What follows belongs to an exercise in optimizing a design on an open flow for small area; a production flow would make more cautious choices. Only simulation tests tie the RTL to the original design; equivalence was not proved. No activity file was given, so power comes from the tool's default toggle rates.

## yduck_soc
module yduck_soc (
	input wire clk,
	input wire rst,                  
	output wire [15:0] rom_addr,
	input wire [15:0] rom_data,
	input wire [15:0] gpio_in,
	output wire [15:0] gpio_out,
	output wire T0_PWM_P,
	output wire T0_PWM_N,
	output wire T1_PWM_P,
	output wire T1_PWM_N,
	input wire [3:0] intp_ext,
	input wire intp_s
);
export LEC_CHECK = 0
export ABC_AREA = 1
export CAP_MARGIN = 20
export CORE_MARGIN = 2
export CORE_UTILIZATION = 50
export CTS_BUF_LIST = sky130_fd_sc_hd__clkbuf_8 sky130_fd_sc_hd__clkbuf_16
export CTS_CLUSTER_DIAMETER = 60
export CTS_CLUSTER_SIZE = 16
export SLEW_MARGIN = 20
create_clock -name core_clock -period 12.0 [get_ports {clk}]
run.sh (not shown) runs the stock make flow with config.mk's settings and CLKGATE_MAP_FILE= SYNTH_SCRIPT=/design/flow/synth_recipe.tcl, a recipe that flattens the netlist after the stock synthesis.
The first run produced a clean layout.
==> next run, changes <==
- CTS_BUF_LIST: sky130_fd_sc_hd__clkbuf_8 sky130_fd_sc_hd__clkbuf_16 -> sky130_fd_sc_hd__clkbuf_16
- CTS_CLUSTER_DIAMETER: 60 -> 70
- CTS_CLUSTER_SIZE: 16 -> 24
What happened: Worst setup slack gets better by 31 ps. Global-route usage is about the same. Routed wire length goes down by 0.43%. Power goes down by 4.6%. Clock power drops by 17%. Synthesized cell count is unchanged. Final area goes down by 1.4%. Die area does not change. Utilization went down by 0.79 points.


== run 1 ==
Another version of the RTL of yduck_soc (not shown whole).
Size in the first run: about 3800 cells after synthesis, about 75 I/O pins, roughly 46000 um2 of cells after synthesis.
// yduck_soc
module yduck_soc (
	input wire clk,
	input wire rst,                  
	output wire [15:0] rom_addr,
	input wire [15:0] rom_data,
	input wire [15:0] gpio_in,
	output wire [15:0] gpio_out,
	output wire T0_PWM_P,
	output wire T0_PWM_N,
	output wire T1_PWM_P,
	output wire T1_PWM_N,
	input wire [3:0] intp_ext,
	input wire intp_s
);
clock: 12.0 ns
lec_check: 0
abc_area: 1
cap_margin: 20
core_margin: 2
core_utilization: 50
slew_margin: 20
standard.sh (not shown) runs the stock make flow with config.mk's settings and CLKGATE_MAP_FILE= SYNTH_SCRIPT=/design/flow/synth_recipe.tcl, a recipe that flattens the netlist after the stock synthesis.
==> flow/flow/run.sh <==
#!/bin/bash
# Layout flow: the standard flow (standard.sh) with these changes:
#  - synthesis: ABC maps the combinational logic for area (three rounds) and leaves buffering and gate
#    sizing to OpenROAD's repair steps. Flip-flops are mapped (dfflibmap) before ABC runs,
#    so the registers, their names and cell types are those of the standard synthesis.
#  - clock tree: clkbuf_16 sink clusters of up to 24 flops, no dummy balancing loads.
#  - port buffers: buf_2 cells.
# Each tool's output goes to the ORFS logs under orfs/logs; make's own output to make.log.
set -euo pipefail
W=$(pwd)
cat > "$W/abc_area_nobuf.script" <<'EOT'
&get -n
&st
&dch
&nf -R 1000 -p
&put
&get -n
&st
&dch
&nf -R 1000 -p
&put
&get -n
&st
&dch
&nf -R 1000 -p
&put
topo
EOT
{
	head -n 1 "$W/synth_recipe.tcl"
	echo "proc abc {args} { set i [lsearch \$args -script]; if {\$i >= 0} { lset args [expr {\$i+1}] $W/abc_area_nobuf.script }; yosys abc {*}\$args }"
	tail -n +2 "$W/synth_recipe.tcl"
} > "$W/area_synth.tcl"
bash "$W/standard.sh" SYNTH_SCRIPT="$W/area_synth.tcl" \
	CTS_ARGS="-sink_clustering_enable -repair_clock_nets -sink_clustering_size 24 -sink_clustering_max_diameter 70 -buf_list sky130_fd_sc_hd__clkbuf_16 -dont_use_dummy_load" \
	BUFFER_PORTS_ARGS="-buffer_cell sky130_fd_sc_hd__buf_2" \
	finish > "$W/make.log" 2>&1
[inputs] run 2 vs run 1
--- a/flow/flow/run.sh
+++ b/flow/flow/run.sh
@@ -1,5 +1,5 @@
 #!/bin/bash
 # Layout flow: the standard flow (standard.sh) with these changes:
-#  - synthesis: ABC maps the combinational logic for area (three rounds) and leaves buffering and gate
+#  - synthesis: ABC maps the combinational logic for area and leaves buffering and gate
 #    sizing to OpenROAD's repair steps. Flip-flops are mapped (dfflibmap) before ABC runs,
 #    so the registers, their names and cell types are those of the standard synthesis.
@@ -10,14 +10,4 @@
 W=$(pwd)
 cat > "$W/abc_area_nobuf.script" <<'EOT'
-&get -n
-&st
-&dch
-&nf -R 1000 -p
-&put
-&get -n
-&st
-&dch
-&nf -R 1000 -p
-&put
 &get -n
 &st
Notes after the runs:
Against run 1, filler cell count in run 2 rose slightly. The more densely filled core belongs to run 1, not run 2. Final-stage net count, run 2 vs run 1: up slightly. On run 2: part of the cycle the worst path needs is 0.93 points lower than what run 1 gave. Total power of run 2 falls short of that of run 1 by a little under 10%. Count of plain and timing-repair buffers in the layout: run 2 < run 1.
Changes in run 3 relative to run 2:
==> flow/flow/run.sh <==
#!/bin/bash
# Layout flow: the standard flow (standard.sh) with these changes:
#  - synthesis: ABC maps the combinational logic for area (three rounds) and leaves buffering and gate
#    sizing to OpenROAD's repair steps. Flip-flops are mapped (dfflibmap) before ABC runs,
#    so the registers, their names and cell types are those of the standard synthesis.
#  - clock tree: clkbuf_16 sink clusters of up to 28 flops, no dummy balancing loads.
#  - port buffers: buf_2 cells; buf_4 and buf_6 not used.
# Each tool's output goes to the ORFS logs under orfs/logs; make's own output to make.log.
set -euo pipefail
W=$(pwd)
cat > "$W/abc_area_nobuf.script" <<'EOT'
&get -n
&st
&dch
&nf -R 1000 -p
&put
&get -n
&st
&dch
&nf -R 1000 -p
&put
&get -n
&st
&dch
&nf -R 1000 -p
&put
topo
EOT
{
	head -n 1 "$W/synth_recipe.tcl"
	echo "proc abc {args} { set i [lsearch \$args -script]; if {\$i >= 0} { lset args [expr {\$i+1}] $W/abc_area_nobuf.script }; yosys abc {*}\$args }"
	tail -n +2 "$W/synth_recipe.tcl"
} > "$W/area_synth.tcl"
# The platform's don't-use cells, plus the mid-size buffers, so that OpenROAD's repair
# steps buffer high-fanout nets with buf_2 cells.
DONT_USE="sky130_fd_sc_hd__probe_p_8 sky130_fd_sc_hd__probec_p_8 sky130_fd_sc_hd__lpflow_bleeder_1 sky130_fd_sc_hd__lpflow_clkbufkapwr_1 sky130_fd_sc_hd__lpflow_clkbufkapwr_16 sky130_fd_sc_hd__lpflow_clkbufkapwr_2 sky130_fd_sc_hd__lpflow_clkbufkapwr_4 sky130_fd_sc_hd__lpflow_clkbufkapwr_8 sky130_fd_sc_hd__lpflow_clkinvkapwr_1 sky130_fd_sc_hd__lpflow_clkinvkapwr_16 sky130_fd_sc_hd__lpflow_clkinvkapwr_2 sky130_fd_sc_hd__lpflow_clkinvkapwr_4 sky130_fd_sc_hd__lpflow_clkinvkapwr_8 sky130_fd_sc_hd__lpflow_decapkapwr_12 sky130_fd_sc_hd__lpflow_decapkapwr_3 sky130_fd_sc_hd__lpflow_decapkapwr_4 sky130_fd_sc_hd__lpflow_decapkapwr_6 sky130_fd_sc_hd__lpflow_decapkapwr_8 sky130_fd_sc_hd__lpflow_inputiso0n_1 sky130_fd_sc_hd__lpflow_inputiso0p_1 sky130_fd_sc_hd__lpflow_inputiso1n_1 sky130_fd_sc_hd__lpflow_inputiso1p_1 sky130_fd_sc_hd__lpflow_inputisolatch_1 sky130_fd_sc_hd__lpflow_isobufsrc_1 sky130_fd_sc_hd__lpflow_isobufsrc_16 sky130_fd_sc_hd__lpflow_isobufsrc_2 sky130_fd_sc_hd__lpflow_isobufsrc_4 sky130_fd_sc_hd__lpflow_isobufsrc_8 sky130_fd_sc_hd__lpflow_isobufsrckapwr_16 sky130_fd_sc_hd__lpflow_lsbuf_lh_hl_isowell_tap_1 sky130_fd_sc_hd__lpflow_lsbuf_lh_hl_isowell_tap_2 sky130_fd_sc_hd__lpflow_lsbuf_lh_hl_isowell_tap_4 sky130_fd_sc_hd__lpflow_lsbuf_lh_isowell_4 sky130_fd_sc_hd__lpflow_lsbuf_lh_isowell_tap_1 sky130_fd_sc_hd__lpflow_lsbuf_lh_isowell_tap_2 sky130_fd_sc_hd__lpflow_lsbuf_lh_isowell_tap_4 sky130_fd_sc_hd__buf_4 sky130_fd_sc_hd__buf_6"
bash "$W/standard.sh" SYNTH_SCRIPT="$W/area_synth.tcl" \
	CTS_ARGS="-sink_clustering_enable -repair_clock_nets -sink_clustering_size 28 -sink_clustering_max_diameter 80 -buf_list sky130_fd_sc_hd__clkbuf_16 -dont_use_dummy_load" \
	BUFFER_PORTS_ARGS="-buffer_cell sky130_fd_sc_hd__buf_2" \
	DONT_USE_CELLS="$DONT_USE" \
	finish > "$W/make.log" 2>&1
### Flow results
- Looking only at final cycle utilization of the critical path, and setting everything else aside, the lower value of run 3 and run 2 goes to run 2.
- Looking at capturing instance or port of the critical path, the rdata_r[7]$_DFF_P_ result is from run 3; the rdata_r[9]$_DFF_P_ one comes from run 2.
- ~same fraction of final layout cells with drive strength greater than 1 in run 3 and run 2
- Per the comparison of run 3 with run 2, power dissipated in combinational cells now larger; number of DRC markers after the initial detailed-route iteration now larger.
Here is what was changed in the inputs of run 4 compared with run 3.
==> flow/flow/run.sh <==
#!/bin/bash
# Layout flow: the standard flow (standard.sh) with these changes:
#  - synthesis: ABC maps the combinational logic for area (three rounds) and leaves buffering and gate
#    sizing to OpenROAD's repair steps. Flip-flops are mapped (dfflibmap) before ABC runs,
#    so the registers, their names and cell types are those of the standard synthesis.
#  - clock tree: clkbuf_16 sink clusters of up to 24 flops, no dummy balancing loads.
#  - port buffers: buf_2 cells.
# Each tool's output goes to the ORFS logs under orfs/logs; make's own output to make.log.
set -euo pipefail
W=$(pwd)
cat > "$W/abc_area_nobuf.script" <<'EOT'
&get -n
&st
&dch
&nf -R 1000 -p
&put
&get -n
&st
&dch
&nf -R 1000 -p
&put
&get -n
&st
&dch
&nf -R 1000 -p
&put
topo
EOT
{
	head -n 1 "$W/synth_recipe.tcl"
	echo "proc abc {args} { set i [lsearch \$args -script]; if {\$i >= 0} { lset args [expr {\$i+1}] $W/abc_area_nobuf.script }; yosys abc {*}\$args }"
	tail -n +2 "$W/synth_recipe.tcl"
} > "$W/area_synth.tcl"
bash "$W/standard.sh" SYNTH_SCRIPT="$W/area_synth.tcl" \
	CTS_ARGS="-sink_clustering_enable -repair_clock_nets -sink_clustering_size 24 -sink_clustering_max_diameter 70 -buf_list sky130_fd_sc_hd__clkbuf_16 -dont_use_dummy_load" \
	BUFFER_PORTS_ARGS="-buffer_cell sky130_fd_sc_hd__buf_2" \
	finish > "$W/make.log" 2>&1
--- a/flow/config.mk
+++ b/flow/config.mk
@@ -10,3 +10,4 @@
 export CORE_MARGIN = 2
 export CORE_UTILIZATION = 50
+export PLACE_DENSITY = 0.75
 export SLEW_MARGIN = 20
--- outcome ---
Diff run 3 -> run 4 | length of routed wiring on met1 | down by a few percent. Pin count of the biggest net entering global routing in run 4 is 8 higher than in run 3. Compared with run 3, in run 4 register-to-register slack has increased; part of the power in the clock network +1.0 points; share of total power in combinational logic lower.
Input-level comparison between run 5 and run 4:
--- a/flow/flow/run.sh
+++ b/flow/flow/run.sh
@@ -5,5 +5,5 @@
 #    so the registers, their names and cell types are those of the standard synthesis.
 #  - clock tree: clkbuf_16 sink clusters of up to 24 flops, no dummy balancing loads.
-#  - port buffers: buf_2 cells.
+#  - port buffers: buf_2 cells; buf_4 and buf_6 not used.
 # Each tool's output goes to the ORFS logs under orfs/logs; make's own output to make.log.
 set -euo pipefail
@@ -32,6 +32,10 @@
 	tail -n +2 "$W/synth_recipe.tcl"
 } > "$W/area_synth.tcl"
+# The platform's don't-use cells, plus the mid-size buffers, so that OpenROAD's repair
+# steps buffer high-fanout nets with buf_2 cells.
+DONT_USE="sky130_fd_sc_hd__probe_p_8 sky130_fd_sc_hd__probec_p_8 sky130_fd_sc_hd__lpflow_bleeder_1 sky130_fd_sc_hd__lpflow_clkbufkapwr_1 sky130_fd_sc_hd__lpflow_clkbufkapwr_16 sky130_fd_sc_hd__lpflow_clkbufkapwr_2 sky130_fd_sc_hd__lpflow_clkbufkapwr_4 sky130_fd_sc_hd__lpflow_clkbufkapwr_8 sky130_fd_sc_hd__lpflow_clkinvkapwr_1 sky130_fd_sc_hd__lpflow_clkinvkapwr_16 sky130_fd_sc_hd__lpflow_clkinvkapwr_2 sky130_fd_sc_hd__lpflow_clkinvkapwr_4 sky130_fd_sc_hd__lpflow_clkinvkapwr_8 sky130_fd_sc_hd__lpflow_decapkapwr_12 sky130_fd_sc_hd__lpflow_decapkapwr_3 sky130_fd_sc_hd__lpflow_decapkapwr_4 sky130_fd_sc_hd__lpflow_decapkapwr_6 sky130_fd_sc_hd__lpflow_decapkapwr_8 sky130_fd_sc_hd__lpflow_inputiso0n_1 sky130_fd_sc_hd__lpflow_inputiso0p_1 sky130_fd_sc_hd__lpflow_inputiso1n_1 sky130_fd_sc_hd__lpflow_inputiso1p_1 sky130_fd_sc_hd__lpflow_inputisolatch_1 sky130_fd_sc_hd__lpflow_isobufsrc_1 sky130_fd_sc_hd__lpflow_isobufsrc_16 sky130_fd_sc_hd__lpflow_isobufsrc_2 sky130_fd_sc_hd__lpflow_isobufsrc_4 sky130_fd_sc_hd__lpflow_isobufsrc_8 sky130_fd_sc_hd__lpflow_isobufsrckapwr_16 sky130_fd_sc_hd__lpflow_lsbuf_lh_hl_isowell_tap_1 sky130_fd_sc_hd__lpflow_lsbuf_lh_hl_isowell_tap_2 sky130_fd_sc_hd__lpflow_lsbuf_lh_hl_isowell_tap_4 sky130_fd_sc_hd__lpflow_lsbuf_lh_isowell_4 sky130_fd_sc_hd__lpflow_lsbuf_lh_isowell_tap_1 sky130_fd_sc_hd__lpflow_lsbuf_lh_isowell_tap_2 sky130_fd_sc_hd__lpflow_lsbuf_lh_isowell_tap_4 sky130_fd_sc_hd__buf_4 sky130_fd_sc_hd__buf_6"
 bash "$W/standard.sh" SYNTH_SCRIPT="$W/area_synth.tcl" \
 	CTS_ARGS="-sink_clustering_enable -repair_clock_nets -sink_clustering_size 24 -sink_clustering_max_diameter 70 -buf_list sky130_fd_sc_hd__clkbuf_16 -dont_use_dummy_load" \
 	BUFFER_PORTS_ARGS="-buffer_cell sky130_fd_sc_hd__buf_2" \
+	DONT_USE_CELLS="$DONT_USE" \
 	finish > "$W/make.log" 2>&1
Results
Run 5 finished every stage and its layout cleared the timing, DRC and antenna checks. The run showing the greater length of routed met3 wiring is run 5. Side by side, worst-case vdd ir drop turned out lower in run 5 than in run 4. Run 5: maximum level of the CTS H-tree 1 above run 4. Lower final-layout worst hold slack was reported by run 5, not run 4. Diff run 5 and run 4: final critical-path share of the clock period lower in run 4.
--- input diff run 5..run 6 ---
--- a/flow/config.mk
+++ b/flow/config.mk
@@ -10,4 +10,3 @@
 export CORE_MARGIN = 2
 export CORE_UTILIZATION = 50
-export PLACE_DENSITY = 0.75
 export SLEW_MARGIN = 20
### Flow results
- Run 6 finished end to end and its layout was clean on timing, DRC and antenna.
- Routed wire in run 6 totals more than in run 5.
- Part of the Yosys area used for sequential elements: run 5 vs run 6 identical
- Area growth from synthesis to final layout of run 6 is on par with run 5.
- Re die footprint: no difference whatsoever between run 5 and run 6.

## re-timing with driven ports
How much do the figures lean on ideal ports? The routed layouts below were timed once more, with nothing changed but the port constraints.
Step 1, drivers: a clkbuf_16 drives clk and a buf_2 each remaining input, both assumed.
Step 2 also shifts input and output timing later by t, the mid clock arrival at the registers, as if the neighbouring blocks saw the same clock.
Slacks: ideal / step 1 / step 2; pairs: ideal / step 1.
run | t (ns) | setup WS [ns] | worst setup path after step 2 | latest minus earliest clock arrival (ns) | slew at the worst register clock pin (ns)
the first run of note 1 | 0.782 | 3.399 / 3.399 / 3.399 | register to register | 0.039 / 0.039 | 0.08 / 0.08
the second run of note 1 | 0.759 | 3.430 / 3.430 / 3.430 | register to register | 0.035 / 0.034 | 0.10 / 0.10
run 1 | 0.770 | 0.660 / 0.660 / 0.660 | register to register | 0.076 / 0.077 | 0.11 / 0.11
run 2 | 0.756 | 0.771 / 0.771 / 0.771 | register to register | 0.081 / 0.081 | 0.10 / 0.10
run 3 | 0.736 | 0.601 / 0.601 / 0.601 | register to register | 0.052 / 0.053 | 0.11 / 0.11
run 4 | 0.742 | 0.648 / 0.648 / 0.648 | register to register | 0.111 / 0.111 | 0.10 / 0.10
run 5 | 0.696 | 0.606 / 0.606 / 0.606 | register to register | 0.141 / 0.141 | 0.10 / 0.10
run 6 | 0.709 | 0.798 / 0.798 / 0.798 | register to register | 0.073 / 0.073 | 0.10 / 0.10
After both steps setup and hold are still met in every run listed.
